Context: an optimization exercise on an open-source flow, tuned for small area. The choices shown serve that exercise and are no tape-out recipe.
Function was checked by simulation only, so behaviour that the tests miss may differ from the original.
No driver is modelled on the clock port, so clock power and skew are understated where the tree is cut down; a real chip needs a root buffer or a tree.

[flow/flow/run.sh]
#!/bin/bash
# Standard layout (standard.sh) with its own logic mapping:
# - synthesis keeps the pipeline-stage modules apart until after ABC (SYNTH_HIERARCHICAL=1)
#   and maps each with its own ABC script (flow/*.abc), so a stage with timing to spare is
#   mapped for area and one without is mapped for speed; the standard flow's synthesis script then
#   flattens the design as usual (no pass-through buffers: SYNTH_INSBUF=0). The registers all
#   sit in the top module, as in the RTL.
# - Yosys's full-adder extraction is skipped (ADDER_MAP_FILE empty), so ABC maps the carry
#   chains itself.
# - input and output ports get the smallest buffer (buf_1).
export BUFFER_PORTS_ARGS="-buffer_cell sky130_fd_sc_hd__buf_1"
# - clock tree without dummy loads.
export CTS_ARGS="-sink_clustering_enable -repair_clock_nets -buf_list sky130_fd_sc_hd__clkbuf_8 -dont_use_dummy_load"
# - after clock tree synthesis, registers of nearby clock-tree leaf buffers are moved onto one
#   buffer until 5 leaf buffers remain (flow/merge_clk.tcl, ORFS's POST_CTS_TCL hook).
# - timing repair uses only these moves: sizeup,swap,buffer.
export SETUP_MOVE_SEQUENCE="sizeup,swap,buffer"
set -euo pipefail
here=$(pwd)
sed 's|^\(\s*\)log_cmd abc {\*}$abc_args|\1source $::env(MY_ABC_TCL)|' \
  "$FLOW_HOME/scripts/synth.tcl" > "$here/synth_abc.tcl"
grep -q 'MY_ABC_TCL' "$here/synth_abc.tcl"
sed "s|\$::env(SCRIPTS_DIR)/synth.tcl|$here/synth_abc.tcl|" synth_recipe.tcl > "$here/synth_recipe_abc.tcl"
grep -q synth_abc.tcl "$here/synth_recipe_abc.tcl"
sed "s|SYNTH_SCRIPT=[^ ]*|SYNTH_SCRIPT=$here/synth_recipe_abc.tcl|" standard.sh > "$here/standard_abc.sh"
export POST_CTS_TCL="$here/flow/merge_clk.tcl"
export ADDER_MAP_FILE=
export SYNTH_HIERARCHICAL=1
export SYNTH_INSBUF=0
export MY_ABC_TCL="$here/flow/abc_per_module.tcl"
export MY_ABC_MOD=" sqrt_seg0 $here/flow/u3.abc sqrt_seg1 $here/flow/u3.abc sqrt_seg2 $here/flow/s11.abc"
bash "$here/standard_abc.sh" > standard.log 2>&1
[flow/flow/abc_per_module.tcl]
# Sourced by synth_abc.tcl in place of ORFS's single abc call: each pipeline-stage module gets
# its own ABC script (MY_ABC_MOD is "module script ..."), then the top module (registers only)
# gets ORFS's script.
foreach {mod scr} $::env(MY_ABC_MOD) {
  log_cmd abc {*}[lreplace $abc_args 1 1 $scr] $mod
}
log_cmd abc {*}$abc_args $::env(DESIGN_NAME)
[flow/flow/merge_clk.tcl]
# Merge clock-tree leaf buffers: CTS builds an H-tree whose leaves drive at most 15 registers
# each; this moves the registers of nearby leaves onto one buffer until at most
# MERGE_CLK_LEAVES leaves remain, and deletes the emptied buffers.
proc merge_clk_leaves { target } {
  set block [ord::get_db_block]
  set leaves {}
  foreach inst [$block getInsts] {
    set m [[$inst getMaster] getName]
    if { ![string match "sky130_fd_sc_hd__clkbuf_*" $m] } { continue }
    set out [$inst findITerm X]
    set net [$out getNet]
    if { $net == "NULL" } { continue }
    set drives_ff 0
    foreach it [$net getITerms] {
      if { [[$it getMTerm] getName] eq "CLK" } { set drives_ff 1 }
    }
    if { $drives_ff } { lappend leaves $inst }
  }
  puts "merge_clk: [llength $leaves] leaf buffers"
  while { [llength $leaves] > $target } {
    set best {}
    set bestd 1e30
    for { set i 0 } { $i < [llength $leaves] } { incr i } {
      for { set j [expr {$i + 1}] } { $j < [llength $leaves] } { incr j } {
        set a [lindex $leaves $i]; set b [lindex $leaves $j]
        set pa [$a getLocation]; set pb [$b getLocation]
        set d [expr {abs([lindex $pa 0] - [lindex $pb 0]) + abs([lindex $pa 1] - [lindex $pb 1])}]
        if { $d < $bestd } { set bestd $d; set best [list $i $j] }
      }
    }
    set a [lindex $leaves [lindex $best 0]]
    set b [lindex $leaves [lindex $best 1]]
    set anet [[$a findITerm X] getNet]
    set bnet [[$b findITerm X] getNet]
    foreach it [$bnet getITerms] {
      if { [$it getInst] == $b } { continue }
      $it disconnect
      $it connect $anet
    }
    foreach it [$b getITerms] { if { [$it getNet] != "NULL" } { $it disconnect } }
    odb::dbInst_destroy $b
    if { [llength [$bnet getITerms]] == 0 && [llength [$bnet getBTerms]] == 0 } { odb::dbNet_destroy $bnet }
    set leaves [lreplace $leaves [lindex $best 1] [lindex $best 1]]
  }
  puts "merge_clk: [llength $leaves] leaf buffers left"
}
merge_clk_leaves 5
[flow/flow/s11.abc]
strash
dc2
dch -f
map -a
topo
stime -c
buffer -c
upsize -c
dnsize -c
[flow/flow/u3.abc]
strash
dc2
dch -f
map -B 0.9
topo
stime -c
buffer -c
dnsize -c
[flow/standard.sh]
#!/bin/bash
# synth_recipe.tcl (not shown) runs the flow's synth.tcl, then flattens the netlist and writes it again
# the make line also repeats each setting of config.mk as NAME=value (left out here)
make -C /OpenROAD-flow-scripts/flow DESIGN_CONFIG=/design/flow/config.mk WORK_HOME=/design/flow/orfs CLKGATE_MAP_FILE= SYNTH_SCRIPT=/design/flow/synth_recipe.tcl "${@:-finish}"
[flow/config.mk]
export PLATFORM = sky130hd
export DESIGN_NAME = sqrt_u32
export DESIGN_NICKNAME = sqrt_u32
export VERILOG_FILES = /design/flow/design.v
export SDC_FILE = /design/flow/constraint.sdc
export NUM_CORES = 4
export LEC_CHECK = 0
export ABC_AREA = 1
export CAP_MARGIN = 20
export CORE_MARGIN = 2
export CORE_UTILIZATION = 55
export CTS_BUF_LIST = sky130_fd_sc_hd__clkbuf_8
export GPL_TIMING_DRIVEN = 0
export PLACE_DENSITY = 0.65
export SETUP_SLACK_MARGIN = -0.55
export SLEW_MARGIN = 20
[flow/constraint.sdc]
create_clock -name core_clock -period 9.0 [get_ports {clk}]
set_input_delay 1.8000 -clock core_clock [delete_from_list [all_inputs] [get_ports {clk}]]
set_output_delay 1.8000 -clock core_clock [all_outputs]
set_load 0.01 [all_outputs]
[flow/design.v]
module sqrt_u32 (
    input  wire        clk,
    input  wire        rst_n,
    input  wire        valid_in,
    input  wire [31:0] data_i,
    output wire        valid_out,
    output wire [15:0] data_o
);
    reg [1:0] v;
    always @(posedge clk or negedge rst_n)
        if (!rst_n) v <= 2'd0;
        else v <= {v[0], valid_in};
    assign valid_out = v[1];
    wire [9:0] r9_d;
    reg  [9:0] r9_q;
    wire [8:0] q9_d;
    reg  [8:0] q9_q;
    wire [13:0] x9_d;
    reg  [13:0] x9_q;
    always @(posedge clk) begin
        r9_q <= r9_d;
        q9_q <= q9_d;
        x9_q <= x9_d;
    end
    wire [13:0] r13_d;
    reg  [13:0] r13_q;
    wire [12:0] q13_d;
    reg  [12:0] q13_q;
    wire [5:0] x13_d;
    reg  [5:0] x13_q;
    always @(posedge clk) begin
        r13_q <= r13_d;
        q13_q <= q13_d;
        x13_q <= x13_d;
    end
    sqrt_seg0 u_seg0 (.x0(data_i), .r9(r9_d), .q9(q9_d), .x9(x9_d));
    sqrt_seg1 u_seg1 (.r9(r9_q), .q9(q9_q), .x9(x9_q), .r13(r13_d), .q13(q13_d), .x13(x13_d));
    sqrt_seg2 u_seg2 (.r13(r13_q), .q13(q13_q), .x13(x13_q), .q16(data_o));
endmodule
module sqrt_seg0 (
    input  wire [31:0] x0,
    output wire [9:0] r9,
    output wire [8:0] q9,
    output wire [13:0] x9
);
    wire [1:0] t0 = x0[31:30];
    wire [1:0] d0 = t0 - 2'd1;
    wire ge0 = |t0;
    wire [1:0] r1 = ge0 ? d0[1:0] : t0[1:0];
    wire [29:0] x1 = x0[29:0];
    wire [0:0] q1 = ge0;
    wire [3:0] t1 = {r1, x1[29:28]};
    wire [3:0] n1 = {1'b1, ~q1, 2'b10};
    wire [4:0] c1;
    wire [3:0] d1;
    assign c1[0] = 1'b1;
    assign d1[0] = t1[0] ^ n1[0] ^ c1[0];
    assign c1[1] = (t1[0] & n1[0]) | (t1[0] & c1[0]) | (n1[0] & c1[0]);
    assign d1[1] = t1[1] ^ n1[1] ^ c1[1];
    assign c1[2] = (t1[1] & n1[1]) | (t1[1] & c1[1]) | (n1[1] & c1[1]);
    assign d1[2] = t1[2] ^ n1[2] ^ c1[2];
    assign c1[3] = (t1[2] & n1[2]) | (t1[2] & c1[2]) | (n1[2] & c1[2]);
    assign d1[3] = t1[3] ^ n1[3] ^ c1[3];
    assign c1[4] = (t1[3] & n1[3]) | (t1[3] & c1[3]) | (n1[3] & c1[3]);
    wire ge1 = c1[4];
    wire [2:0] r2 = t1[2:0] ^ ({3{ge1}} & (n1[2:0] ^ c1[2:0]));
    wire [27:0] x2 = x1[27:0];
    wire [1:0] q2 = {q1, ge1};
    wire [4:0] t2 = {r2, x2[27:26]};
    wire [4:0] n2 = {1'b1, ~q2, 2'b10};
    wire [5:0] c2;
    wire [4:0] d2;
    assign c2[0] = 1'b1;
    assign d2[0] = t2[0] ^ n2[0] ^ c2[0];
    assign c2[1] = (t2[0] & n2[0]) | (t2[0] & c2[0]) | (n2[0] & c2[0]);
    assign d2[1] = t2[1] ^ n2[1] ^ c2[1];
    assign c2[2] = (t2[1] & n2[1]) | (t2[1] & c2[1]) | (n2[1] & c2[1]);
    assign d2[2] = t2[2] ^ n2[2] ^ c2[2];
    assign c2[3] = (t2[2] & n2[2]) | (t2[2] & c2[2]) | (n2[2] & c2[2]);
    assign d2[3] = t2[3] ^ n2[3] ^ c2[3];
    assign c2[4] = (t2[3] & n2[3]) | (t2[3] & c2[3]) | (n2[3] & c2[3]);
    assign d2[4] = t2[4] ^ n2[4] ^ c2[4];
    assign c2[5] = (t2[4] & n2[4]) | (t2[4] & c2[4]) | (n2[4] & c2[4]);
    wire ge2 = c2[5];
    wire [3:0] r3 = t2[3:0] ^ ({4{ge2}} & (n2[3:0] ^ c2[3:0]));
    wire [25:0] x3 = x2[25:0];
    wire [2:0] q3 = {q2, ge2};
    wire [5:0] t3 = {r3, x3[25:24]};
    wire [5:0] n3 = {1'b1, ~q3, 2'b10};
    wire [6:0] c3;
    wire [5:0] d3;
    assign c3[0] = 1'b1;
    assign d3[0] = t3[0] ^ n3[0] ^ c3[0];
    assign c3[1] = (t3[0] & n3[0]) | (t3[0] & c3[0]) | (n3[0] & c3[0]);
    assign d3[1] = t3[1] ^ n3[1] ^ c3[1];
    assign c3[2] = (t3[1] & n3[1]) | (t3[1] & c3[1]) | (n3[1] & c3[1]);
    assign d3[2] = t3[2] ^ n3[2] ^ c3[2];
    assign c3[3] = (t3[2] & n3[2]) | (t3[2] & c3[2]) | (n3[2] & c3[2]);
    assign d3[3] = t3[3] ^ n3[3] ^ c3[3];
    assign c3[4] = (t3[3] & n3[3]) | (t3[3] & c3[3]) | (n3[3] & c3[3]);
    assign d3[4] = t3[4] ^ n3[4] ^ c3[4];
    assign c3[5] = (t3[4] & n3[4]) | (t3[4] & c3[4]) | (n3[4] & c3[4]);
    assign d3[5] = t3[5] ^ n3[5] ^ c3[5];
    assign c3[6] = (t3[5] & n3[5]) | (t3[5] & c3[5]) | (n3[5] & c3[5]);
    wire ge3 = c3[6];
    wire [4:0] r4 = t3[4:0] ^ ({5{ge3}} & (n3[4:0] ^ c3[4:0]));
    wire [23:0] x4 = x3[23:0];
    wire [3:0] q4 = {q3, ge3};
    wire [6:0] t4 = {r4, x4[23:22]};
    wire [6:0] n4 = {1'b1, ~q4, 2'b10};
    wire [7:0] c4;
    wire [6:0] d4;
    assign c4[0] = 1'b1;
    assign d4[0] = t4[0] ^ n4[0] ^ c4[0];
    assign c4[1] = (t4[0] & n4[0]) | (t4[0] & c4[0]) | (n4[0] & c4[0]);
    assign d4[1] = t4[1] ^ n4[1] ^ c4[1];
    assign c4[2] = (t4[1] & n4[1]) | (t4[1] & c4[1]) | (n4[1] & c4[1]);
    assign d4[2] = t4[2] ^ n4[2] ^ c4[2];
    assign c4[3] = (t4[2] & n4[2]) | (t4[2] & c4[2]) | (n4[2] & c4[2]);
    assign d4[3] = t4[3] ^ n4[3] ^ c4[3];
    assign c4[4] = (t4[3] & n4[3]) | (t4[3] & c4[3]) | (n4[3] & c4[3]);
    assign d4[4] = t4[4] ^ n4[4] ^ c4[4];
    assign c4[5] = (t4[4] & n4[4]) | (t4[4] & c4[4]) | (n4[4] & c4[4]);
    assign d4[5] = t4[5] ^ n4[5] ^ c4[5];
    assign c4[6] = (t4[5] & n4[5]) | (t4[5] & c4[5]) | (n4[5] & c4[5]);
    assign d4[6] = t4[6] ^ n4[6] ^ c4[6];
    assign c4[7] = (t4[6] & n4[6]) | (t4[6] & c4[6]) | (n4[6] & c4[6]);
    wire ge4 = c4[7];
    wire [5:0] r5 = t4[5:0] ^ ({6{ge4}} & (n4[5:0] ^ c4[5:0]));
    wire [21:0] x5 = x4[21:0];
    wire [4:0] q5 = {q4, ge4};
    wire [7:0] t5 = {r5, x5[21:20]};
    wire [7:0] n5 = {1'b1, ~q5, 2'b10};
    wire [8:0] c5;
    wire [7:0] d5;
    assign c5[0] = 1'b1;
    assign d5[0] = t5[0] ^ n5[0] ^ c5[0];
    assign c5[1] = (t5[0] & n5[0]) | (t5[0] & c5[0]) | (n5[0] & c5[0]);
    assign d5[1] = t5[1] ^ n5[1] ^ c5[1];
    assign c5[2] = (t5[1] & n5[1]) | (t5[1] & c5[1]) | (n5[1] & c5[1]);
    assign d5[2] = t5[2] ^ n5[2] ^ c5[2];
    assign c5[3] = (t5[2] & n5[2]) | (t5[2] & c5[2]) | (n5[2] & c5[2]);
    assign d5[3] = t5[3] ^ n5[3] ^ c5[3];
    assign c5[4] = (t5[3] & n5[3]) | (t5[3] & c5[3]) | (n5[3] & c5[3]);
    assign d5[4] = t5[4] ^ n5[4] ^ c5[4];
    assign c5[5] = (t5[4] & n5[4]) | (t5[4] & c5[4]) | (n5[4] & c5[4]);
    assign d5[5] = t5[5] ^ n5[5] ^ c5[5];
    assign c5[6] = (t5[5] & n5[5]) | (t5[5] & c5[5]) | (n5[5] & c5[5]);
    assign d5[6] = t5[6] ^ n5[6] ^ c5[6];
    assign c5[7] = (t5[6] & n5[6]) | (t5[6] & c5[6]) | (n5[6] & c5[6]);
    assign d5[7] = t5[7] ^ n5[7] ^ c5[7];
    assign c5[8] = (t5[7] & n5[7]) | (t5[7] & c5[7]) | (n5[7] & c5[7]);
    wire ge5 = c5[8];
    wire [6:0] r6 = t5[6:0] ^ ({7{ge5}} & (n5[6:0] ^ c5[6:0]));
    wire [19:0] x6 = x5[19:0];
    wire [5:0] q6 = {q5, ge5};
    wire [8:0] t6 = {r6, x6[19:18]};
    wire [8:0] n6 = {1'b1, ~q6, 2'b10};
    wire [9:0] c6;
    wire [8:0] d6;
    assign c6[0] = 1'b1;
    assign d6[0] = t6[0] ^ n6[0] ^ c6[0];
    assign c6[1] = (t6[0] & n6[0]) | (t6[0] & c6[0]) | (n6[0] & c6[0]);
    assign d6[1] = t6[1] ^ n6[1] ^ c6[1];
    assign c6[2] = (t6[1] & n6[1]) | (t6[1] & c6[1]) | (n6[1] & c6[1]);
    assign d6[2] = t6[2] ^ n6[2] ^ c6[2];
    assign c6[3] = (t6[2] & n6[2]) | (t6[2] & c6[2]) | (n6[2] & c6[2]);
    assign d6[3] = t6[3] ^ n6[3] ^ c6[3];
    assign c6[4] = (t6[3] & n6[3]) | (t6[3] & c6[3]) | (n6[3] & c6[3]);
    assign d6[4] = t6[4] ^ n6[4] ^ c6[4];
    assign c6[5] = (t6[4] & n6[4]) | (t6[4] & c6[4]) | (n6[4] & c6[4]);
    assign d6[5] = t6[5] ^ n6[5] ^ c6[5];
    assign c6[6] = (t6[5] & n6[5]) | (t6[5] & c6[5]) | (n6[5] & c6[5]);
    assign d6[6] = t6[6] ^ n6[6] ^ c6[6];
    assign c6[7] = (t6[6] & n6[6]) | (t6[6] & c6[6]) | (n6[6] & c6[6]);
    assign d6[7] = t6[7] ^ n6[7] ^ c6[7];
    assign c6[8] = (t6[7] & n6[7]) | (t6[7] & c6[7]) | (n6[7] & c6[7]);
    assign d6[8] = t6[8] ^ n6[8] ^ c6[8];
    assign c6[9] = (t6[8] & n6[8]) | (t6[8] & c6[8]) | (n6[8] & c6[8]);
    wire ge6 = c6[9];
    wire [7:0] r7 = t6[7:0] ^ ({8{ge6}} & (n6[7:0] ^ c6[7:0]));
    wire [17:0] x7 = x6[17:0];
    wire [6:0] q7 = {q6, ge6};
    wire [9:0] t7 = {r7, x7[17:16]};
    wire [9:0] n7 = {1'b1, ~q7, 2'b10};
    wire [10:0] c7;
    wire [9:0] d7;
    assign c7[0] = 1'b1;
    assign d7[0] = t7[0] ^ n7[0] ^ c7[0];
    assign c7[1] = (t7[0] & n7[0]) | (t7[0] & c7[0]) | (n7[0] & c7[0]);
    assign d7[1] = t7[1] ^ n7[1] ^ c7[1];
    assign c7[2] = (t7[1] & n7[1]) | (t7[1] & c7[1]) | (n7[1] & c7[1]);
    assign d7[2] = t7[2] ^ n7[2] ^ c7[2];
    assign c7[3] = (t7[2] & n7[2]) | (t7[2] & c7[2]) | (n7[2] & c7[2]);
    assign d7[3] = t7[3] ^ n7[3] ^ c7[3];
    assign c7[4] = (t7[3] & n7[3]) | (t7[3] & c7[3]) | (n7[3] & c7[3]);
    assign d7[4] = t7[4] ^ n7[4] ^ c7[4];
    assign c7[5] = (t7[4] & n7[4]) | (t7[4] & c7[4]) | (n7[4] & c7[4]);
    assign d7[5] = t7[5] ^ n7[5] ^ c7[5];
    assign c7[6] = (t7[5] & n7[5]) | (t7[5] & c7[5]) | (n7[5] & c7[5]);
    assign d7[6] = t7[6] ^ n7[6] ^ c7[6];
    assign c7[7] = (t7[6] & n7[6]) | (t7[6] & c7[6]) | (n7[6] & c7[6]);
    assign d7[7] = t7[7] ^ n7[7] ^ c7[7];
    assign c7[8] = (t7[7] & n7[7]) | (t7[7] & c7[7]) | (n7[7] & c7[7]);
    assign d7[8] = t7[8] ^ n7[8] ^ c7[8];
    assign c7[9] = (t7[8] & n7[8]) | (t7[8] & c7[8]) | (n7[8] & c7[8]);
    assign d7[9] = t7[9] ^ n7[9] ^ c7[9];
    assign c7[10] = (t7[9] & n7[9]) | (t7[9] & c7[9]) | (n7[9] & c7[9]);
    wire ge7 = c7[10];
    wire [8:0] r8 = t7[8:0] ^ ({9{ge7}} & (n7[8:0] ^ c7[8:0]));
    wire [15:0] x8 = x7[15:0];
    wire [7:0] q8 = {q7, ge7};
    wire [10:0] t8 = {r8, x8[15:14]};
    wire [10:0] n8 = {1'b1, ~q8, 2'b10};
    wire [11:0] c8;
    wire [10:0] d8;
    assign c8[0] = 1'b1;
    assign d8[0] = t8[0] ^ n8[0] ^ c8[0];
    assign c8[1] = (t8[0] & n8[0]) | (t8[0] & c8[0]) | (n8[0] & c8[0]);
    assign d8[1] = t8[1] ^ n8[1] ^ c8[1];
    assign c8[2] = (t8[1] & n8[1]) | (t8[1] & c8[1]) | (n8[1] & c8[1]);
    assign d8[2] = t8[2] ^ n8[2] ^ c8[2];
    assign c8[3] = (t8[2] & n8[2]) | (t8[2] & c8[2]) | (n8[2] & c8[2]);
    assign d8[3] = t8[3] ^ n8[3] ^ c8[3];
    assign c8[4] = (t8[3] & n8[3]) | (t8[3] & c8[3]) | (n8[3] & c8[3]);
    assign d8[4] = t8[4] ^ n8[4] ^ c8[4];
    assign c8[5] = (t8[4] & n8[4]) | (t8[4] & c8[4]) | (n8[4] & c8[4]);
    assign d8[5] = t8[5] ^ n8[5] ^ c8[5];
    assign c8[6] = (t8[5] & n8[5]) | (t8[5] & c8[5]) | (n8[5] & c8[5]);
    assign d8[6] = t8[6] ^ n8[6] ^ c8[6];
    assign c8[7] = (t8[6] & n8[6]) | (t8[6] & c8[6]) | (n8[6] & c8[6]);
    assign d8[7] = t8[7] ^ n8[7] ^ c8[7];
    assign c8[8] = (t8[7] & n8[7]) | (t8[7] & c8[7]) | (n8[7] & c8[7]);
    assign d8[8] = t8[8] ^ n8[8] ^ c8[8];
    assign c8[9] = (t8[8] & n8[8]) | (t8[8] & c8[8]) | (n8[8] & c8[8]);
    assign d8[9] = t8[9] ^ n8[9] ^ c8[9];
    assign c8[10] = (t8[9] & n8[9]) | (t8[9] & c8[9]) | (n8[9] & c8[9]);
    assign d8[10] = t8[10] ^ n8[10] ^ c8[10];
    assign c8[11] = (t8[10] & n8[10]) | (t8[10] & c8[10]) | (n8[10] & c8[10]);
    wire ge8 = c8[11];
    assign r9 = ge8 ? d8[9:0] : t8[9:0];
    assign x9 = x8[13:0];
    assign q9 = {q8, ge8};
endmodule
module sqrt_seg1 (
    input  wire [9:0] r9,
    input  wire [8:0] q9,
    input  wire [13:0] x9,
    output wire [13:0] r13,
    output wire [12:0] q13,
    output wire [5:0] x13
);
    wire [11:0] t9 = {r9, x9[13:12]};
    wire [11:0] n9 = {1'b1, ~q9, 2'b10};
    wire [12:0] c9;
    wire [11:0] d9;
    assign c9[0] = 1'b1;
    assign d9[0] = t9[0] ^ n9[0] ^ c9[0];
    assign c9[1] = (t9[0] & n9[0]) | (t9[0] & c9[0]) | (n9[0] & c9[0]);
    assign d9[1] = t9[1] ^ n9[1] ^ c9[1];
    assign c9[2] = (t9[1] & n9[1]) | (t9[1] & c9[1]) | (n9[1] & c9[1]);
    assign d9[2] = t9[2] ^ n9[2] ^ c9[2];
    assign c9[3] = (t9[2] & n9[2]) | (t9[2] & c9[2]) | (n9[2] & c9[2]);
    assign d9[3] = t9[3] ^ n9[3] ^ c9[3];
    assign c9[4] = (t9[3] & n9[3]) | (t9[3] & c9[3]) | (n9[3] & c9[3]);
    assign d9[4] = t9[4] ^ n9[4] ^ c9[4];
    assign c9[5] = (t9[4] & n9[4]) | (t9[4] & c9[4]) | (n9[4] & c9[4]);
    assign d9[5] = t9[5] ^ n9[5] ^ c9[5];
    assign c9[6] = (t9[5] & n9[5]) | (t9[5] & c9[5]) | (n9[5] & c9[5]);
    assign d9[6] = t9[6] ^ n9[6] ^ c9[6];
    assign c9[7] = (t9[6] & n9[6]) | (t9[6] & c9[6]) | (n9[6] & c9[6]);
    assign d9[7] = t9[7] ^ n9[7] ^ c9[7];
    assign c9[8] = (t9[7] & n9[7]) | (t9[7] & c9[7]) | (n9[7] & c9[7]);
    assign d9[8] = t9[8] ^ n9[8] ^ c9[8];
    assign c9[9] = (t9[8] & n9[8]) | (t9[8] & c9[8]) | (n9[8] & c9[8]);
    assign d9[9] = t9[9] ^ n9[9] ^ c9[9];
    assign c9[10] = (t9[9] & n9[9]) | (t9[9] & c9[9]) | (n9[9] & c9[9]);
    assign d9[10] = t9[10] ^ n9[10] ^ c9[10];
    assign c9[11] = (t9[10] & n9[10]) | (t9[10] & c9[10]) | (n9[10] & c9[10]);
    assign d9[11] = t9[11] ^ n9[11] ^ c9[11];
    assign c9[12] = (t9[11] & n9[11]) | (t9[11] & c9[11]) | (n9[11] & c9[11]);
    wire ge9 = c9[12];
    wire [10:0] r10 = ge9 ? d9[10:0] : t9[10:0];
    wire [11:0] x10 = x9[11:0];
    wire [9:0] q10 = {q9, ge9};
    wire [12:0] t10 = {r10, x10[11:10]};
    wire [12:0] n10 = {1'b1, ~q10, 2'b10};
    wire [13:0] c10;
    wire [12:0] d10;
    assign c10[0] = 1'b1;
    assign d10[0] = t10[0] ^ n10[0] ^ c10[0];
    assign c10[1] = (t10[0] & n10[0]) | (t10[0] & c10[0]) | (n10[0] & c10[0]);
    assign d10[1] = t10[1] ^ n10[1] ^ c10[1];
    assign c10[2] = (t10[1] & n10[1]) | (t10[1] & c10[1]) | (n10[1] & c10[1]);
    assign d10[2] = t10[2] ^ n10[2] ^ c10[2];
    assign c10[3] = (t10[2] & n10[2]) | (t10[2] & c10[2]) | (n10[2] & c10[2]);
    assign d10[3] = t10[3] ^ n10[3] ^ c10[3];
    assign c10[4] = (t10[3] & n10[3]) | (t10[3] & c10[3]) | (n10[3] & c10[3]);
    assign d10[4] = t10[4] ^ n10[4] ^ c10[4];
    assign c10[5] = (t10[4] & n10[4]) | (t10[4] & c10[4]) | (n10[4] & c10[4]);
    assign d10[5] = t10[5] ^ n10[5] ^ c10[5];
    assign c10[6] = (t10[5] & n10[5]) | (t10[5] & c10[5]) | (n10[5] & c10[5]);
    assign d10[6] = t10[6] ^ n10[6] ^ c10[6];
    assign c10[7] = (t10[6] & n10[6]) | (t10[6] & c10[6]) | (n10[6] & c10[6]);
    assign d10[7] = t10[7] ^ n10[7] ^ c10[7];
    assign c10[8] = (t10[7] & n10[7]) | (t10[7] & c10[7]) | (n10[7] & c10[7]);
    assign d10[8] = t10[8] ^ n10[8] ^ c10[8];
    assign c10[9] = (t10[8] & n10[8]) | (t10[8] & c10[8]) | (n10[8] & c10[8]);
    assign d10[9] = t10[9] ^ n10[9] ^ c10[9];
    assign c10[10] = (t10[9] & n10[9]) | (t10[9] & c10[9]) | (n10[9] & c10[9]);
    assign d10[10] = t10[10] ^ n10[10] ^ c10[10];
    assign c10[11] = (t10[10] & n10[10]) | (t10[10] & c10[10]) | (n10[10] & c10[10]);
    assign d10[11] = t10[11] ^ n10[11] ^ c10[11];
    assign c10[12] = (t10[11] & n10[11]) | (t10[11] & c10[11]) | (n10[11] & c10[11]);
    assign d10[12] = t10[12] ^ n10[12] ^ c10[12];
    assign c10[13] = (t10[12] & n10[12]) | (t10[12] & c10[12]) | (n10[12] & c10[12]);
    wire ge10 = c10[13];
    wire [11:0] r11 = t10[11:0] ^ ({12{ge10}} & (n10[11:0] ^ c10[11:0]));
    wire [9:0] x11 = x10[9:0];
    wire [10:0] q11 = {q10, ge10};
    wire [13:0] t11 = {r11, x11[9:8]};
    wire [13:0] n11 = {1'b1, ~q11, 2'b10};
    wire [14:0] c11;
    wire [13:0] d11;
    assign c11[0] = 1'b1;
    assign d11[0] = t11[0] ^ n11[0] ^ c11[0];
    assign c11[1] = (t11[0] & n11[0]) | (t11[0] & c11[0]) | (n11[0] & c11[0]);
    assign d11[1] = t11[1] ^ n11[1] ^ c11[1];
    assign c11[2] = (t11[1] & n11[1]) | (t11[1] & c11[1]) | (n11[1] & c11[1]);
    assign d11[2] = t11[2] ^ n11[2] ^ c11[2];
    assign c11[3] = (t11[2] & n11[2]) | (t11[2] & c11[2]) | (n11[2] & c11[2]);
    assign d11[3] = t11[3] ^ n11[3] ^ c11[3];
    assign c11[4] = (t11[3] & n11[3]) | (t11[3] & c11[3]) | (n11[3] & c11[3]);
    assign d11[4] = t11[4] ^ n11[4] ^ c11[4];
    assign c11[5] = (t11[4] & n11[4]) | (t11[4] & c11[4]) | (n11[4] & c11[4]);
    assign d11[5] = t11[5] ^ n11[5] ^ c11[5];
    assign c11[6] = (t11[5] & n11[5]) | (t11[5] & c11[5]) | (n11[5] & c11[5]);
    assign d11[6] = t11[6] ^ n11[6] ^ c11[6];
    assign c11[7] = (t11[6] & n11[6]) | (t11[6] & c11[6]) | (n11[6] & c11[6]);
    assign d11[7] = t11[7] ^ n11[7] ^ c11[7];
    assign c11[8] = (t11[7] & n11[7]) | (t11[7] & c11[7]) | (n11[7] & c11[7]);
    assign d11[8] = t11[8] ^ n11[8] ^ c11[8];
    assign c11[9] = (t11[8] & n11[8]) | (t11[8] & c11[8]) | (n11[8] & c11[8]);
    assign d11[9] = t11[9] ^ n11[9] ^ c11[9];
    assign c11[10] = (t11[9] & n11[9]) | (t11[9] & c11[9]) | (n11[9] & c11[9]);
    assign d11[10] = t11[10] ^ n11[10] ^ c11[10];
    assign c11[11] = (t11[10] & n11[10]) | (t11[10] & c11[10]) | (n11[10] & c11[10]);
    assign d11[11] = t11[11] ^ n11[11] ^ c11[11];
    assign c11[12] = (t11[11] & n11[11]) | (t11[11] & c11[11]) | (n11[11] & c11[11]);
    assign d11[12] = t11[12] ^ n11[12] ^ c11[12];
    assign c11[13] = (t11[12] & n11[12]) | (t11[12] & c11[12]) | (n11[12] & c11[12]);
    assign d11[13] = t11[13] ^ n11[13] ^ c11[13];
    assign c11[14] = (t11[13] & n11[13]) | (t11[13] & c11[13]) | (n11[13] & c11[13]);
    wire ge11 = c11[14];
    wire [12:0] r12 = t11[12:0] ^ ({13{ge11}} & (n11[12:0] ^ c11[12:0]));
    wire [7:0] x12 = x11[7:0];
    wire [11:0] q12 = {q11, ge11};
    wire [14:0] t12 = {r12, x12[7:6]};
    wire [14:0] n12 = {1'b1, ~q12, 2'b10};
    wire [15:0] c12;
    wire [14:0] d12;
    assign c12[0] = 1'b1;
    assign d12[0] = t12[0] ^ n12[0] ^ c12[0];
    assign c12[1] = (t12[0] & n12[0]) | (t12[0] & c12[0]) | (n12[0] & c12[0]);
    assign d12[1] = t12[1] ^ n12[1] ^ c12[1];
    assign c12[2] = (t12[1] & n12[1]) | (t12[1] & c12[1]) | (n12[1] & c12[1]);
    assign d12[2] = t12[2] ^ n12[2] ^ c12[2];
    assign c12[3] = (t12[2] & n12[2]) | (t12[2] & c12[2]) | (n12[2] & c12[2]);
    assign d12[3] = t12[3] ^ n12[3] ^ c12[3];
    assign c12[4] = (t12[3] & n12[3]) | (t12[3] & c12[3]) | (n12[3] & c12[3]);
    assign d12[4] = t12[4] ^ n12[4] ^ c12[4];
    assign c12[5] = (t12[4] & n12[4]) | (t12[4] & c12[4]) | (n12[4] & c12[4]);
    assign d12[5] = t12[5] ^ n12[5] ^ c12[5];
    assign c12[6] = (t12[5] & n12[5]) | (t12[5] & c12[5]) | (n12[5] & c12[5]);
    assign d12[6] = t12[6] ^ n12[6] ^ c12[6];
    assign c12[7] = (t12[6] & n12[6]) | (t12[6] & c12[6]) | (n12[6] & c12[6]);
    assign d12[7] = t12[7] ^ n12[7] ^ c12[7];
    assign c12[8] = (t12[7] & n12[7]) | (t12[7] & c12[7]) | (n12[7] & c12[7]);
    assign d12[8] = t12[8] ^ n12[8] ^ c12[8];
    assign c12[9] = (t12[8] & n12[8]) | (t12[8] & c12[8]) | (n12[8] & c12[8]);
    assign d12[9] = t12[9] ^ n12[9] ^ c12[9];
    assign c12[10] = (t12[9] & n12[9]) | (t12[9] & c12[9]) | (n12[9] & c12[9]);
    assign d12[10] = t12[10] ^ n12[10] ^ c12[10];
    assign c12[11] = (t12[10] & n12[10]) | (t12[10] & c12[10]) | (n12[10] & c12[10]);
    assign d12[11] = t12[11] ^ n12[11] ^ c12[11];
    assign c12[12] = (t12[11] & n12[11]) | (t12[11] & c12[11]) | (n12[11] & c12[11]);
    assign d12[12] = t12[12] ^ n12[12] ^ c12[12];
    assign c12[13] = (t12[12] & n12[12]) | (t12[12] & c12[12]) | (n12[12] & c12[12]);
    assign d12[13] = t12[13] ^ n12[13] ^ c12[13];
    assign c12[14] = (t12[13] & n12[13]) | (t12[13] & c12[13]) | (n12[13] & c12[13]);
    assign d12[14] = t12[14] ^ n12[14] ^ c12[14];
    assign c12[15] = (t12[14] & n12[14]) | (t12[14] & c12[14]) | (n12[14] & c12[14]);
    wire ge12 = c12[15];
    assign r13 = t12[13:0] ^ ({14{ge12}} & (n12[13:0] ^ c12[13:0]));
    assign x13 = x12[5:0];
    assign q13 = {q12, ge12};
endmodule
module sqrt_seg2 (
    input  wire [13:0] r13,
    input  wire [12:0] q13,
    input  wire [5:0] x13,
    output wire [15:0] q16
);
    wire [15:0] t13 = {r13, x13[5:4]};
    wire [15:0] n13 = {1'b1, ~q13, 2'b10};
    wire [16:0] c13;
    wire [15:0] d13;
    assign c13[0] = 1'b1;
    assign d13[0] = t13[0] ^ n13[0] ^ c13[0];
    assign c13[1] = (t13[0] & n13[0]) | (t13[0] & c13[0]) | (n13[0] & c13[0]);
    assign d13[1] = t13[1] ^ n13[1] ^ c13[1];
    assign c13[2] = (t13[1] & n13[1]) | (t13[1] & c13[1]) | (n13[1] & c13[1]);
    assign d13[2] = t13[2] ^ n13[2] ^ c13[2];
    assign c13[3] = (t13[2] & n13[2]) | (t13[2] & c13[2]) | (n13[2] & c13[2]);
    assign d13[3] = t13[3] ^ n13[3] ^ c13[3];
    assign c13[4] = (t13[3] & n13[3]) | (t13[3] & c13[3]) | (n13[3] & c13[3]);
    assign d13[4] = t13[4] ^ n13[4] ^ c13[4];
    assign c13[5] = (t13[4] & n13[4]) | (t13[4] & c13[4]) | (n13[4] & c13[4]);
    assign d13[5] = t13[5] ^ n13[5] ^ c13[5];
    assign c13[6] = (t13[5] & n13[5]) | (t13[5] & c13[5]) | (n13[5] & c13[5]);
    assign d13[6] = t13[6] ^ n13[6] ^ c13[6];
    assign c13[7] = (t13[6] & n13[6]) | (t13[6] & c13[6]) | (n13[6] & c13[6]);
    assign d13[7] = t13[7] ^ n13[7] ^ c13[7];
    assign c13[8] = (t13[7] & n13[7]) | (t13[7] & c13[7]) | (n13[7] & c13[7]);
    assign d13[8] = t13[8] ^ n13[8] ^ c13[8];
    assign c13[9] = (t13[8] & n13[8]) | (t13[8] & c13[8]) | (n13[8] & c13[8]);
    assign d13[9] = t13[9] ^ n13[9] ^ c13[9];
    assign c13[10] = (t13[9] & n13[9]) | (t13[9] & c13[9]) | (n13[9] & c13[9]);
    assign d13[10] = t13[10] ^ n13[10] ^ c13[10];
    assign c13[11] = (t13[10] & n13[10]) | (t13[10] & c13[10]) | (n13[10] & c13[10]);
    assign d13[11] = t13[11] ^ n13[11] ^ c13[11];
    assign c13[12] = (t13[11] & n13[11]) | (t13[11] & c13[11]) | (n13[11] & c13[11]);
    assign d13[12] = t13[12] ^ n13[12] ^ c13[12];
    assign c13[13] = (t13[12] & n13[12]) | (t13[12] & c13[12]) | (n13[12] & c13[12]);
    assign d13[13] = t13[13] ^ n13[13] ^ c13[13];
    assign c13[14] = (t13[13] & n13[13]) | (t13[13] & c13[13]) | (n13[13] & c13[13]);
    assign d13[14] = t13[14] ^ n13[14] ^ c13[14];
    assign c13[15] = (t13[14] & n13[14]) | (t13[14] & c13[14]) | (n13[14] & c13[14]);
    assign d13[15] = t13[15] ^ n13[15] ^ c13[15];
    assign c13[16] = (t13[15] & n13[15]) | (t13[15] & c13[15]) | (n13[15] & c13[15]);
    wire ge13 = c13[16];
    wire [14:0] r14 = ge13 ? d13[14:0] : t13[14:0];
    wire [3:0] x14 = x13[3:0];
    wire [13:0] q14 = {q13, ge13};
    wire [16:0] t14 = {r14, x14[3:2]};
    wire [16:0] n14 = {1'b1, ~q14, 2'b10};
    wire [17:0] c14;
    wire [16:0] d14;
    assign c14[0] = 1'b1;
    assign d14[0] = t14[0] ^ n14[0] ^ c14[0];
    assign c14[1] = (t14[0] & n14[0]) | (t14[0] & c14[0]) | (n14[0] & c14[0]);
    assign d14[1] = t14[1] ^ n14[1] ^ c14[1];
    assign c14[2] = (t14[1] & n14[1]) | (t14[1] & c14[1]) | (n14[1] & c14[1]);
    assign d14[2] = t14[2] ^ n14[2] ^ c14[2];
    assign c14[3] = (t14[2] & n14[2]) | (t14[2] & c14[2]) | (n14[2] & c14[2]);
    assign d14[3] = t14[3] ^ n14[3] ^ c14[3];
    assign c14[4] = (t14[3] & n14[3]) | (t14[3] & c14[3]) | (n14[3] & c14[3]);
    assign d14[4] = t14[4] ^ n14[4] ^ c14[4];
    assign c14[5] = (t14[4] & n14[4]) | (t14[4] & c14[4]) | (n14[4] & c14[4]);
    assign d14[5] = t14[5] ^ n14[5] ^ c14[5];
    assign c14[6] = (t14[5] & n14[5]) | (t14[5] & c14[5]) | (n14[5] & c14[5]);
    assign d14[6] = t14[6] ^ n14[6] ^ c14[6];
    assign c14[7] = (t14[6] & n14[6]) | (t14[6] & c14[6]) | (n14[6] & c14[6]);
    assign d14[7] = t14[7] ^ n14[7] ^ c14[7];
    assign c14[8] = (t14[7] & n14[7]) | (t14[7] & c14[7]) | (n14[7] & c14[7]);
    assign d14[8] = t14[8] ^ n14[8] ^ c14[8];
    assign c14[9] = (t14[8] & n14[8]) | (t14[8] & c14[8]) | (n14[8] & c14[8]);
    assign d14[9] = t14[9] ^ n14[9] ^ c14[9];
    assign c14[10] = (t14[9] & n14[9]) | (t14[9] & c14[9]) | (n14[9] & c14[9]);
    assign d14[10] = t14[10] ^ n14[10] ^ c14[10];
    assign c14[11] = (t14[10] & n14[10]) | (t14[10] & c14[10]) | (n14[10] & c14[10]);
    assign d14[11] = t14[11] ^ n14[11] ^ c14[11];
    assign c14[12] = (t14[11] & n14[11]) | (t14[11] & c14[11]) | (n14[11] & c14[11]);
    assign d14[12] = t14[12] ^ n14[12] ^ c14[12];
    assign c14[13] = (t14[12] & n14[12]) | (t14[12] & c14[12]) | (n14[12] & c14[12]);
    assign d14[13] = t14[13] ^ n14[13] ^ c14[13];
    assign c14[14] = (t14[13] & n14[13]) | (t14[13] & c14[13]) | (n14[13] & c14[13]);
    assign d14[14] = t14[14] ^ n14[14] ^ c14[14];
    assign c14[15] = (t14[14] & n14[14]) | (t14[14] & c14[14]) | (n14[14] & c14[14]);
    assign d14[15] = t14[15] ^ n14[15] ^ c14[15];
    assign c14[16] = (t14[15] & n14[15]) | (t14[15] & c14[15]) | (n14[15] & c14[15]);
    assign d14[16] = t14[16] ^ n14[16] ^ c14[16];
    assign c14[17] = (t14[16] & n14[16]) | (t14[16] & c14[16]) | (n14[16] & c14[16]);
    wire ge14 = c14[17];
    wire [17:0] a1_a = {d14[15:0], x14[1:0]};
    wire [17:0] a1_n = ~({1'b0, q14, 3'b101});
    wire [18:0] a1_c;
    assign a1_c[0] = 1'b1;
    assign a1_c[1] = (a1_a[0] & a1_n[0]) | (a1_a[0] & a1_c[0]) | (a1_n[0] & a1_c[0]);
    assign a1_c[2] = (a1_a[1] & a1_n[1]) | (a1_a[1] & a1_c[1]) | (a1_n[1] & a1_c[1]);
    assign a1_c[3] = (a1_a[2] & a1_n[2]) | (a1_a[2] & a1_c[2]) | (a1_n[2] & a1_c[2]);
    assign a1_c[4] = (a1_a[3] & a1_n[3]) | (a1_a[3] & a1_c[3]) | (a1_n[3] & a1_c[3]);
    assign a1_c[5] = (a1_a[4] & a1_n[4]) | (a1_a[4] & a1_c[4]) | (a1_n[4] & a1_c[4]);
    assign a1_c[6] = (a1_a[5] & a1_n[5]) | (a1_a[5] & a1_c[5]) | (a1_n[5] & a1_c[5]);
    assign a1_c[7] = (a1_a[6] & a1_n[6]) | (a1_a[6] & a1_c[6]) | (a1_n[6] & a1_c[6]);
    assign a1_c[8] = (a1_a[7] & a1_n[7]) | (a1_a[7] & a1_c[7]) | (a1_n[7] & a1_c[7]);
    assign a1_c[9] = (a1_a[8] & a1_n[8]) | (a1_a[8] & a1_c[8]) | (a1_n[8] & a1_c[8]);
    assign a1_c[10] = (a1_a[9] & a1_n[9]) | (a1_a[9] & a1_c[9]) | (a1_n[9] & a1_c[9]);
    assign a1_c[11] = (a1_a[10] & a1_n[10]) | (a1_a[10] & a1_c[10]) | (a1_n[10] & a1_c[10]);
    assign a1_c[12] = (a1_a[11] & a1_n[11]) | (a1_a[11] & a1_c[11]) | (a1_n[11] & a1_c[11]);
    assign a1_c[13] = (a1_a[12] & a1_n[12]) | (a1_a[12] & a1_c[12]) | (a1_n[12] & a1_c[12]);
    assign a1_c[14] = (a1_a[13] & a1_n[13]) | (a1_a[13] & a1_c[13]) | (a1_n[13] & a1_c[13]);
    assign a1_c[15] = (a1_a[14] & a1_n[14]) | (a1_a[14] & a1_c[14]) | (a1_n[14] & a1_c[14]);
    assign a1_c[16] = (a1_a[15] & a1_n[15]) | (a1_a[15] & a1_c[15]) | (a1_n[15] & a1_c[15]);
    assign a1_c[17] = (a1_a[16] & a1_n[16]) | (a1_a[16] & a1_c[16]) | (a1_n[16] & a1_c[16]);
    assign a1_c[18] = (a1_a[17] & a1_n[17]) | (a1_a[17] & a1_c[17]) | (a1_n[17] & a1_c[17]);
    wire a1 = a1_c[18];
    wire [17:0] a0_a = {t14[15:0], x14[1:0]};
    wire [17:0] a0_n = ~({1'b0, q14, 3'b001});
    wire [18:0] a0_c;
    assign a0_c[0] = 1'b1;
    assign a0_c[1] = (a0_a[0] & a0_n[0]) | (a0_a[0] & a0_c[0]) | (a0_n[0] & a0_c[0]);
    assign a0_c[2] = (a0_a[1] & a0_n[1]) | (a0_a[1] & a0_c[1]) | (a0_n[1] & a0_c[1]);
    assign a0_c[3] = (a0_a[2] & a0_n[2]) | (a0_a[2] & a0_c[2]) | (a0_n[2] & a0_c[2]);
    assign a0_c[4] = (a0_a[3] & a0_n[3]) | (a0_a[3] & a0_c[3]) | (a0_n[3] & a0_c[3]);
    assign a0_c[5] = (a0_a[4] & a0_n[4]) | (a0_a[4] & a0_c[4]) | (a0_n[4] & a0_c[4]);
    assign a0_c[6] = (a0_a[5] & a0_n[5]) | (a0_a[5] & a0_c[5]) | (a0_n[5] & a0_c[5]);
    assign a0_c[7] = (a0_a[6] & a0_n[6]) | (a0_a[6] & a0_c[6]) | (a0_n[6] & a0_c[6]);
    assign a0_c[8] = (a0_a[7] & a0_n[7]) | (a0_a[7] & a0_c[7]) | (a0_n[7] & a0_c[7]);
    assign a0_c[9] = (a0_a[8] & a0_n[8]) | (a0_a[8] & a0_c[8]) | (a0_n[8] & a0_c[8]);
    assign a0_c[10] = (a0_a[9] & a0_n[9]) | (a0_a[9] & a0_c[9]) | (a0_n[9] & a0_c[9]);
    assign a0_c[11] = (a0_a[10] & a0_n[10]) | (a0_a[10] & a0_c[10]) | (a0_n[10] & a0_c[10]);
    assign a0_c[12] = (a0_a[11] & a0_n[11]) | (a0_a[11] & a0_c[11]) | (a0_n[11] & a0_c[11]);
    assign a0_c[13] = (a0_a[12] & a0_n[12]) | (a0_a[12] & a0_c[12]) | (a0_n[12] & a0_c[12]);
    assign a0_c[14] = (a0_a[13] & a0_n[13]) | (a0_a[13] & a0_c[13]) | (a0_n[13] & a0_c[13]);
    assign a0_c[15] = (a0_a[14] & a0_n[14]) | (a0_a[14] & a0_c[14]) | (a0_n[14] & a0_c[14]);
    assign a0_c[16] = (a0_a[15] & a0_n[15]) | (a0_a[15] & a0_c[15]) | (a0_n[15] & a0_c[15]);
    assign a0_c[17] = (a0_a[16] & a0_n[16]) | (a0_a[16] & a0_c[16]) | (a0_n[16] & a0_c[16]);
    assign a0_c[18] = (a0_a[17] & a0_n[17]) | (a0_a[17] & a0_c[17]) | (a0_n[17] & a0_c[17]);
    wire a0 = a0_c[18];
    wire ge15 = ge14 ? a1 : a0;
    assign q16 = {q14, ge14, ge15};
endmodule
==> impl_summary.log, run 1 <==
INFO  metric antenna-diode-count = 0
INFO  metric global_route.overflow_total = 0
INFO  metric number_of_global_route_vias_before_repair = around 5400
INFO  metric dieArea = 11800 sq um
INFO  metric globalRouteTotalUtil = a little under a quarter
INFO  metric boundaryPins = 52
INFO  metric place_worst_setup_slack = -1.23 ns
INFO  metric drt_first_iter_violations = ~270
INFO  metric synth_nets = between 1000 and 1500
INFO  metric tightest_slew = 0.475 ns
INFO  metric finalClockSkew = 0.0502 ns
INFO  metric ys_warn_count = 7
INFO  metric final_layout_size_suffix_gt1_share = a little under 10%
INFO  metric clk_transition_reported_paths = 0.11 ns
INFO  metric detailedRoute.firstPassIterationCount = 4
INFO  metric critPathBufInv = 5
INFO  metric drv_cap = 0
INFO  metric synth_async_sr_flop_share = 2.94%
INFO  metric share_of_the_synthesized_area_in_the_top_cell_type = 28.8%
INFO  metric timing.final.crit_period = between 8 and 9 ns
INFO  metric largest_net_degree_at_the_start_of_global_routing = 23
INFO  metric synth_seq_area_share = between 20 and 25%
INFO  metric yosysMostFrequentCell = nand2_1
INFO  metric multiInputGateArea = roughly 4300 sq um
INFO  metric arrival_time_worst_endpoint = 8.92 ns
INFO  metric areaGrowthSynthToFinish = 12.2%
INFO  metric die_width = around 110 microns
INFO  metric timing.setup.critical_path_class = primary input to register
INFO  metric numPortBuffers = 51
INFO  metric gp_congestion = between 0.8 and 0.9
INFO  metric critical_path.slowest_cell = inv_1
INFO  metric netlist.top_cell.by_area = nand2_1
INFO  metric synth_edf_count = 0
INFO  metric ys_ff_latch = 68
INFO  metric finalHoldViolations = 0
INFO  metric path_common_cell = nand2_1
INFO  metric wirelength = 13300 microns
INFO  metric max_stage_delay = around 0.24 ns
INFO  metric post-route-worst-setup-slack = between 0.3 and 0.4 ns
INFO  metric ys_dominant_reg_cell = dfxtp_1
INFO  metric commonest_cells_in_the_synthesized_netlist = nand2_1, nand3_1, inv_1, dfxtp_1, o21ai_0
INFO  metric post-route-period-util = around 97%
INFO  metric cp_top_family = simple AND/OR/NAND/NOR gates
INFO  metric layout.nets = between 1000 and 1500
INFO  metric num_rows = 38
INFO  metric timing_max_transition_violations_final = 0
INFO  metric hold_path.class = register to register
INFO  metric critPathMaxFanout = 10
INFO  metric final-seq-area = ~1400 sq um
INFO  metric syn_area = 6000 sq um
INFO  metric timing.final.setup_violations = 0
INFO  metric grt_pass1_wl = about 23000 microns
INFO  metric number_of_filler_cells_placed_in_the_layout = 1149
INFO  metric post_synth_num_cell_types = just over 40
INFO  metric worst_setup_path_end_kind = register
INFO  metric starting_density_of_the_core = around 56%
INFO  metric fmax = about 0.12 GHz
INFO  metric max-slew-margin-rel = between 60% and 70%
INFO  metric die_y = between 100 and 150 microns
INFO  metric drc_errors = 0
INFO  metric syn_area_per_cell = roughly 5.8 sq um
INFO  metric fin_setup_tns = 0 ns
INFO  metric synthCells = roughly 1000
INFO  metric routed-via-count = 6307
INFO  metric wp_data_required = 9.23 ns
INFO  metric initial_antenna_violation_count = 0
INFO  metric post_synth_main_area_contributors = nand2_1, dfxtp_1, nand3_1, inv_1, xor2_1
INFO  metric place.detailed.hpwl = approximately 11000 microns
INFO  metric status = no timing/DRC/antenna violations
INFO  metric clkLatencyLatePin = 0.34 ns
INFO  metric via_per_inst = 5.03
INFO  metric setup.worst_path.start_class = primary input
INFO  metric wire_per_inst = roughly 11 microns
INFO  metric clkSinkCount = 68
INFO  metric placeableCoreArea = about 11000 sq um
INFO  metric antenna_left = 0
==> Yosys stat by module (local to each module, per instance) <==
module     flops+latches  copies in the design  cells  area (sq um)
sqrt_u32              68                     1     68          1370
sqrt_seg2              0                     1    275          1440
sqrt_seg0              0                     1    324          1490
sqrt_seg1              0                     1    376          1710
==> placed cells by master (no fill, tap or decap), types with 6 or more instances in the layout <==
master    count
nand2_1     439
nand3_1     116
inv_1       111
dfxtp_1      64
buf_1        48
xor2_1       39
xnor2_1      37
o21ai_0      36
nor2_1       34
nand2_2      32
a21oi_1      14
buf_4        14
o21ai_1      10
nand4_1      10
nor3_1       10
or2_2         8
nand3b_1      8
a221oi_1      7
inv_2         6
o21ai_2       6
nand3_4       6
clkbuf_8      6
==> path summary, 6_finish.rpt <==
kind	from	to	slack, ns	depth (start not counted)
setup / recovery	data_i[28]	r9_q[8]	0.31	71
hold / removal	x9_q[4]	x13_q[4]	0.34	0
setup reg to reg	q9_q[1]	r13_q[7]	0.82	78
hold reg to reg	x9_q[4]	x13_q[4]	0.34	0
max in group asynchronous	rst_n	v[1]	7.66	1
min in group asynchronous	rst_n	v[0]	1.21	1
==> cell families after synthesis <==
family | after synthesis | share of synthesized area (%)
AOI/OAI and AO/OA | 89 | 8.78
and+or+nand+nor | 674 | 47.6
buffers and inverters | 128 | 8.13
DFF | 68 | 22.8
adders and majority gates | 6 | 1.10
muxes | 1 | 0.167
xor gates and xnor gates | 77 | 11.4
==> state kept, by name, summed over array words and instances, names as in the netlist <==
signal and flops:
v 2, q13_q 13, r13_q 14, x13_q 6, x9_q 14, q9_q 9, r9_q 10
==> stage by stage <==
stage               hold slack (ns)  cell area (sq um)  std cells  utilization [%]
finish                        0.338               6730       1253             62.6
detailed placement            0.312               6370       1234             59.3
global route                  0.345               6730       1253             62.6
floorplan                     0.310               6000       1043                -
global placement              0.311               6370       1234             59.3
==> routing by layer <==
layer | track usage (%) | routed length (microns) | vias up
met5 | 0 | 0 | -
met3 | 2.77 | 244 | 10
li1 | - | - | 3467
met4 | 4.85 | 132 | 0
met1 | 26.5 | 6000 | 2754
met2 | 45.4 | 6910 | 76
==> cell type report <==
cell class	instances	share of cell area, %
well taps	140	2.60
multi-input cells	847	63.8
clock buffers	6	1.23
flip-flops and latches	68	20.4
inverters	119	6.71
plain buffers	9	0.855
repair buffers	64	4.35
==> run 2: changes to the inputs <==
--- a/flow/config.mk
+++ b/flow/config.mk
@@ -12,5 +12,5 @@
 export CTS_BUF_LIST = sky130_fd_sc_hd__clkbuf_8
 export GPL_TIMING_DRIVEN = 0
 export PLACE_DENSITY = 0.65
-export SETUP_SLACK_MARGIN = -0.55
+export SETUP_SLACK_MARGIN = -0.6
 export SLEW_MARGIN = 20
==> run 2 against run 1 <==
Still clean on timing, DRC and antenna. Worst hold slack about the same.
==> impl_summary.log, run 2 <==
INFO  metric status = no timing/DRC/antenna violations
INFO  metric synth_edf_count = 0
INFO  metric finalClockSkew = between 0.05 and 0.06 ns
INFO  metric worst_r2r_endpoint = r13_q[7]
INFO  metric hold_path.class = register to register
INFO  metric boundaryPins = 52
INFO  metric ys_ff_latch = 68
INFO  metric path_common_cell = nand2_1
INFO  metric fmax = between 0.1 and 0.15 GHz
INFO  metric timing.critical_path.depth = 70
INFO  metric synth_seq_area_share = a little under a quarter
INFO  metric holdWs = between 0.3 and 0.4 ns
INFO  metric netlist.top_cell.by_area = nand2_1
INFO  metric global_route.overflow_total = 0
INFO  metric grt_pass1_wl = 22400 microns
INFO  metric initial_antenna_violation_count = 0
INFO  metric ys_warn_count = 7
INFO  metric top_regs = r13_q (14), x9_q (14), q13_q (13)
INFO  metric place.detailed.hpwl = roughly 11000 microns
INFO  metric critPathBufInv = 5
INFO  metric yosysMostFrequentCell = nand2_1
INFO  metric num_rows = 38
INFO  metric mostFrequentLayoutCell = nand2_1
INFO  metric via_per_inst = approximately 5.0
INFO  metric synth_async_sr_flop_share = under 10%
INFO  metric finalHoldViolations = 0
INFO  metric timing_max_transition_violations_final = 0
INFO  metric worst_r2r_path_depth = 77
INFO  metric post_synth_num_cell_types = 41
INFO  metric max-slew-margin-rel = 68.1%
INFO  metric max_stage_delay = between 0.15 and 0.2 ns
INFO  metric wirelength = around 13000 microns
INFO  metric die_width = 108 microns
INFO  metric leading_cell_types_in_the_layout_fill_and_taps_excluded = nand2_1, nand3_1, inv_1
INFO  metric critPathMaxFanout = 10
INFO  metric timing.final.crit_period = approximately 8.7 ns
INFO  metric place_worst_setup_slack = -1.23 ns
INFO  metric routed-via-count = a little over 6000
INFO  metric largest_net_degree_at_the_start_of_global_routing = 23
INFO  metric wire_per_inst = approximately 11 microns
INFO  metric clk_transition_reported_paths = ~0.11 ns
INFO  metric gp_congestion = around 0.9
INFO  metric placedCellCount = 1234
INFO  metric timing.setup.critical_path_class = primary input to register
INFO  metric post-route-worst-setup-slack = ~0.32 ns
INFO  metric syn_area_per_cell = between 5 and 6 sq um
INFO  metric arrival_time_worst_endpoint = between 8 and 9 ns
INFO  metric final_layout_size_suffix_gt1_share = between 9 and 10%
INFO  metric globalRouteTotalUtil = between 20% and 30%
INFO  metric reg2reg_slack = 0.77 ns
INFO  metric critical_path.slowest_cell = xor2_1
INFO  metric cp-startpoint = data_i[31]
INFO  metric timing.final.setup_violations = 0
INFO  metric synthCells = 1043
INFO  metric setup.worst_path.start_class = primary input
INFO  metric post_layout_nonfiller_instances = 1251
INFO  metric drt_first_iter_violations = ~220
INFO  metric tightest_slew = around 0.48 ns
INFO  metric numPortBuffers = around 50
INFO  metric drc_errors = 0
INFO  metric timing.critical_path.to = r9_q[8]
INFO  metric post_synth_main_area_contributors = nand2_1, dfxtp_1, nand3_1, inv_1, xor2_1
INFO  metric number_of_filler_cells_placed_in_the_layout = 1153
INFO  metric post-route-period-util = a little over nine tenths
INFO  metric dieArea = 11800 sq um
INFO  metric placeableCoreArea = approximately 11000 sq um
INFO  metric ys_dominant_reg_cell = dfxtp_1
INFO  metric number_of_global_route_vias_before_repair = 5433
INFO  metric cp_top_family = simple AND/OR/NAND/NOR gates
INFO  metric detailedRoute.firstPassIterationCount = 5
INFO  metric share_of_the_synthesized_area_in_the_top_cell_type = 28.8%
INFO  metric layout.nets = about 1100
INFO  metric antenna_left = 0
INFO  metric commonest_cells_in_the_synthesized_netlist = nand2_1, nand3_1, inv_1, dfxtp_1, o21ai_0
INFO  metric syn_area = approximately 6000 sq um
INFO  metric clkLatencyLatePin = 0.34 ns
INFO  metric clkSinkCount = slightly below 70
INFO  metric synth_nets = ~1100
INFO  metric die_y = between 100 and 150 microns
INFO  metric areaGrowthSynthToFinish = 11.6%
INFO  metric wp_data_required = 9.23 ns
INFO  metric starting_density_of_the_core = a little under three fifths
INFO  metric worst_setup_path_end_kind = register
INFO  metric antenna-diode-count = 0
INFO  metric drv_cap = 0
INFO  metric regToRegStartpoint = q9_q[1]
-- run 2: cell count changes in the layout (fill, tap and decap cells not counted), sizes merged --
cell	before	now
buf	65	63
-- run 2: through the flow --
stage | utilization (%) | setup TNS [ns] | instance area (sq um)
global placement | 59.3 | -12.59 | 6370
floorplan | - | 0 | 6000
global route | 62.3 | -13.99 | 6700
finish | 62.3 | 0 | 6700
detailed placement | 59.3 | -12.46 | 6370
-- run 2: area by class of cell --
cell class | count | area [sq um] | area share [%]
sequential | 68 | 1380 | 20.5
buffer | 9 | 57.6 | 0.859
clock buffer | 6 | 82.6 | 1.23
tap | 140 | 175 | 2.62
multi-input combinational | 847 | 4280 | 63.9
inverter | 119 | 452 | 6.74
timing repair buffer | 62 | 278 | 4.15
-- run 2: cells by family after synthesis --
family,after synthesis,share of synthesized area [%]
simple gates,674,47.6
compound gates,89,8.78
flops,68,22.8
fa+ha+maj,6,1.10
buf+inv,128,8.13
xor+xnor,77,11.4
mux,1,0.167
-- run 2: worst min-delay path by stage --
stage | cells after the start | slack (ns) | from | to
after floorplan | 0 | 0.31 | x9_q[0] | x13_q[0]
final | 0 | 0.34 | x9_q[4] | x13_q[4]
after global placement | 0 | 0.31 | x9_q[4] | x13_q[4]
after detailed placement | 0 | 0.31 | x9_q[1] | x13_q[1]
after global routing | 0 | 0.35 | x9_q[5] | x13_q[5]
-- run 2: Yosys stat by module, one instance, submodules excluded --
module     times used  cells inside  cell area (sq um)
sqrt_seg2           1           275               1440
sqrt_u32            1            68               1370
sqrt_seg0           1           324               1490
sqrt_seg1           1           376               1710
-- run 2: worst register-to-register path, delay by kind of cell (launching register included) --
kind            cells  cell delay [ns]
xor+xnor            1             0.17
buf+inv             3             0.50
flops               1             0.36
simple gates       72             6.87
compound gates      1             0.20
-- run 2: layer usage --
layer	vias to the layer above	track usage, %	wire length [microns]
met2	54	45.0	6800
met5	-	0	0
met1	2709	26.6	6010
met3	10	2.77	217
li1	3461	-	-
met4	0	4.85	142
==> run 3: changes to the inputs <==
--- a/flow/config.mk
+++ b/flow/config.mk
@@ -12,5 +12,5 @@
 export CTS_BUF_LIST = sky130_fd_sc_hd__clkbuf_8
 export GPL_TIMING_DRIVEN = 0
 export PLACE_DENSITY = 0.65
-export SETUP_SLACK_MARGIN = -0.6
+export SETUP_SLACK_MARGIN = -0.7
 export SLEW_MARGIN = 20
==> run 3 against run 2 <==
Cell count hardly changed. Worst hold slack barely moved. Wire length up 0.18%. First-iteration DRC count rose by 17%. Clock-buffer cell count stayed put. Clock skew about the same. Critical path type unchanged.
==> impl_summary.log, run 3 <==
INFO  metric status = no timing/DRC/antenna violations
INFO  metric finalHoldViolations = 0
INFO  metric regToRegStartpoint = q9_q[0]
INFO  metric share_of_the_synthesized_area_in_the_top_cell_type = between 20% and 30%
INFO  metric final_layout_size_suffix_gt1_share = 8.38%
INFO  metric arrival_time_worst_endpoint = between 8 and 9 ns
INFO  metric ys_ff_latch = between 60 and 70
INFO  metric fmax = ~0.11 GHz
INFO  metric detailedRoute.firstPassIterationCount = 5
INFO  metric routed-via-count = around 6300
INFO  metric hold_startpoint = x9_q[4]
INFO  metric synthCells = 1043
INFO  metric worst_setup_path_end_kind = register
INFO  metric wp_data_required = about 9.2 ns
INFO  metric post_layout_nonfiller_instances = around 1300
INFO  metric clkSinkCount = 68
INFO  metric path_common_cell = nand2_1
INFO  metric global_route.overflow_total = 0
INFO  metric critical_path.slowest_cell = inv_1
INFO  metric timing.final.crit_period = 8.71 ns
INFO  metric holdWs = approximately 0.34 ns
INFO  metric num_rows = 38
INFO  metric number_of_filler_cells_placed_in_the_layout = about 1200
INFO  metric syn_area = ~6000 sq um
INFO  metric starting_density_of_the_core = 55.9%
INFO  metric gp_congestion = ~0.88
INFO  metric mostFrequentLayoutCell = nand2_1
INFO  metric post_synth_num_cell_types = a little over 40
INFO  metric cp-startpoint = data_i[28]
INFO  metric place.detailed.hpwl = 11100 microns
INFO  metric synth_edf_count = 0
INFO  metric netlist.top_cell.by_area = nand2_1
INFO  metric ys_dominant_reg_cell = dfxtp_1
INFO  metric areaGrowthSynthToFinish = 10.9%
INFO  metric ys_warn_count = 7
INFO  metric max-slew-margin-rel = approximately 68%
INFO  metric globalRouteTotalUtil = a little under a quarter
INFO  metric die_y = roughly 110 microns
INFO  metric timing.setup.critical_path_class = primary input to register
INFO  metric commonest_cells_in_the_synthesized_netlist = nand2_1, nand3_1, inv_1, dfxtp_1, o21ai_0
INFO  metric wirelength = ~13000 microns
INFO  metric reg2reg_slack = just under 0.7 ns
INFO  metric wire_per_inst = between 10 and 15 microns
INFO  metric finalClockSkew = 0.0508 ns
INFO  metric post_synth_main_area_contributors = nand2_1, dfxtp_1, nand3_1, inv_1, xor2_1
INFO  metric post-route-period-util = a little over nine tenths
INFO  metric post-route-worst-setup-slack = 0.288 ns
INFO  metric boundaryPins = 52
INFO  metric antenna_left = 0
INFO  metric initial_antenna_violation_count = 0
INFO  metric synth_nets = 1078
INFO  metric die_width = roughly 110 microns
INFO  metric number_of_global_route_vias_before_repair = between 5000 and 6000
INFO  metric leading_cell_types_in_the_layout_fill_and_taps_excluded = nand2_1, nand3_1, inv_1
INFO  metric drc_errors = 0
INFO  metric timing.final.setup_violations = 0
INFO  metric clkLatencyLatePin = about 0.34 ns
INFO  metric syn_area_per_cell = about 5.8 sq um
INFO  metric antenna-diode-count = 0
INFO  metric layout.nets = around 1100
INFO  metric max_stage_delay = roughly 0.24 ns
INFO  metric synth_async_sr_flop_share = under 10%
INFO  metric critPathMaxFanout = 10
INFO  metric tightest_slew = a little under 0.5 ns
INFO  metric numPortBuffers = 51
INFO  metric yosysMostFrequentCell = nand2_1
INFO  metric hold_path.class = register to register
INFO  metric top_regs = r13_q (14), x9_q (14), q13_q (13)
INFO  metric dieArea = around 12000 sq um
INFO  metric setup.worst_path.start_class = primary input
INFO  metric drt_first_iter_violations = 260
INFO  metric placedCellCount = around 1200
INFO  metric largest_net_degree_at_the_start_of_global_routing = 23
INFO  metric synth_seq_area_share = 22.8%
INFO  metric via_per_inst = ~5.0
INFO  metric place_worst_setup_slack = -1.23 ns
INFO  metric drv_cap = 0
INFO  metric placeableCoreArea = 10700 sq um
INFO  metric clk_transition_reported_paths = 0.11 ns
INFO  metric timing_max_transition_violations_final = 0
INFO  metric grt_pass1_wl = 22500 microns
==> run 3: path summary, 6_finish.rpt <==
check | to | depth (start not counted)
min | x13_q[4] | 0
max reg2reg | r13_q[7] | 79
min reg2reg | x13_q[4] | 0
max | r9_q[8] | 69
min in group asynchronous | v[0] | 1
max in group asynchronous | v[1] | 1
==> run 3: worst max-delay path: cells and delay by family <==
kind,cells,cell delay [ns]
and+or+nand+nor,61,6.12
buffers and inverters,5,0.64
AOI/OAI and AO/OA,2,0.20
xor gates and xnor gates,1,0.18
==> run 3: cell families (layout without fill, tap and decap cells) <==
| group | after synthesis | after routing | share of synthesized area, % |
|---|---|---|---|
| compound gates | 89 | 89 | 8.78 |
| xor+xnor | 77 | 77 | 11.4 |
| fa+ha+maj | 6 | 6 | 1.10 |
| buf+inv | 128 | 195 | 8.13 |
| flops | 68 | 68 | 22.8 |
| mux | 1 | 1 | 0.167 |
| simple gates | 674 | 674 | 47.6 |
==> run 3: per-layer routing <==
| layer | vias up | GRT usage [%] | wire (microns) |
|---|---|---|---|
| met5 | - | 0 | 0 |
| met2 | 62 | 44.9 | 6810 |
| li1 | 3460 | - | - |
| met1 | 2725 | 26.7 | 6010 |
| met3 | 9 | 2.77 | 254 |
| met4 | 0 | 4.85 | 126 |
==> run 3: per-module statistics from Yosys (local to each module, per instance) <==
module,copies in the design,flops+latches,area [sq um],cells
sqrt_seg0,1,0,1490,324
sqrt_seg1,1,0,1710,376
sqrt_u32,1,68,1370,68
sqrt_seg2,1,0,1440,275
==> run 3: layout make-up <==
class,count,area (sq um),share of cell area (%)
Tap cell,140,175,2.63
Timing Repair Buffer,61,268,4.02
Inverter,119,452,6.79
Buffer,9,50.0,0.752
Multi-Input combinational cell,847,4250,63.9
Clock buffer,6,82.6,1.24
Sequential cell,68,1370,20.6
==> run 3: stage by stage <==
stage	setup TNS, ns	area (sq um)	util (%)
2_1_floorplan	0	6000	-
3_3_place_gp	-12.59	6370	59.3
6_report	0	6650	61.9
3_5_place_dp	-12.46	6370	59.3
5_1_grt	-16.62	6650	61.9

what the ideal ports hide:
The flow's constraints put no driver on any port. The routed layouts listed below were extracted and timed again, unchanged, in two steps.
Step 1, drivers: a clkbuf_16 drives clk and a buf_2 each remaining input, both assumed.
Step 2 times the ports against the registers' clock, not the clock port: input delays grow and output delays shrink by t, the midpoint of the rising clock arrivals with the driver on.
Slacks: no drivers / after step 1 / after step 2; pairs: no drivers / after step 1.
| run | shift t [ns] | slack for setup (ns) | worst setup path after step 2 | pins driven straight from the clock port |
|---|---|---|---|---|
| run 1 | 0.348 | 0.310 / 0.321 / -0.027 | input to register | 1 |
| run 2 | 0.349 | 0.325 / 0.336 / -0.013 | input to register | 1 |
| run 3 | 0.352 | 0.288 / 0.299 / -0.052 | input to register | 1 |
With both steps, setup timing fails in every run listed, where it was met with ideal ports. For run 3, which loses most, drivers alone change the setup slack by +0.011 ns; drivers and shift together by -0.340 ns.
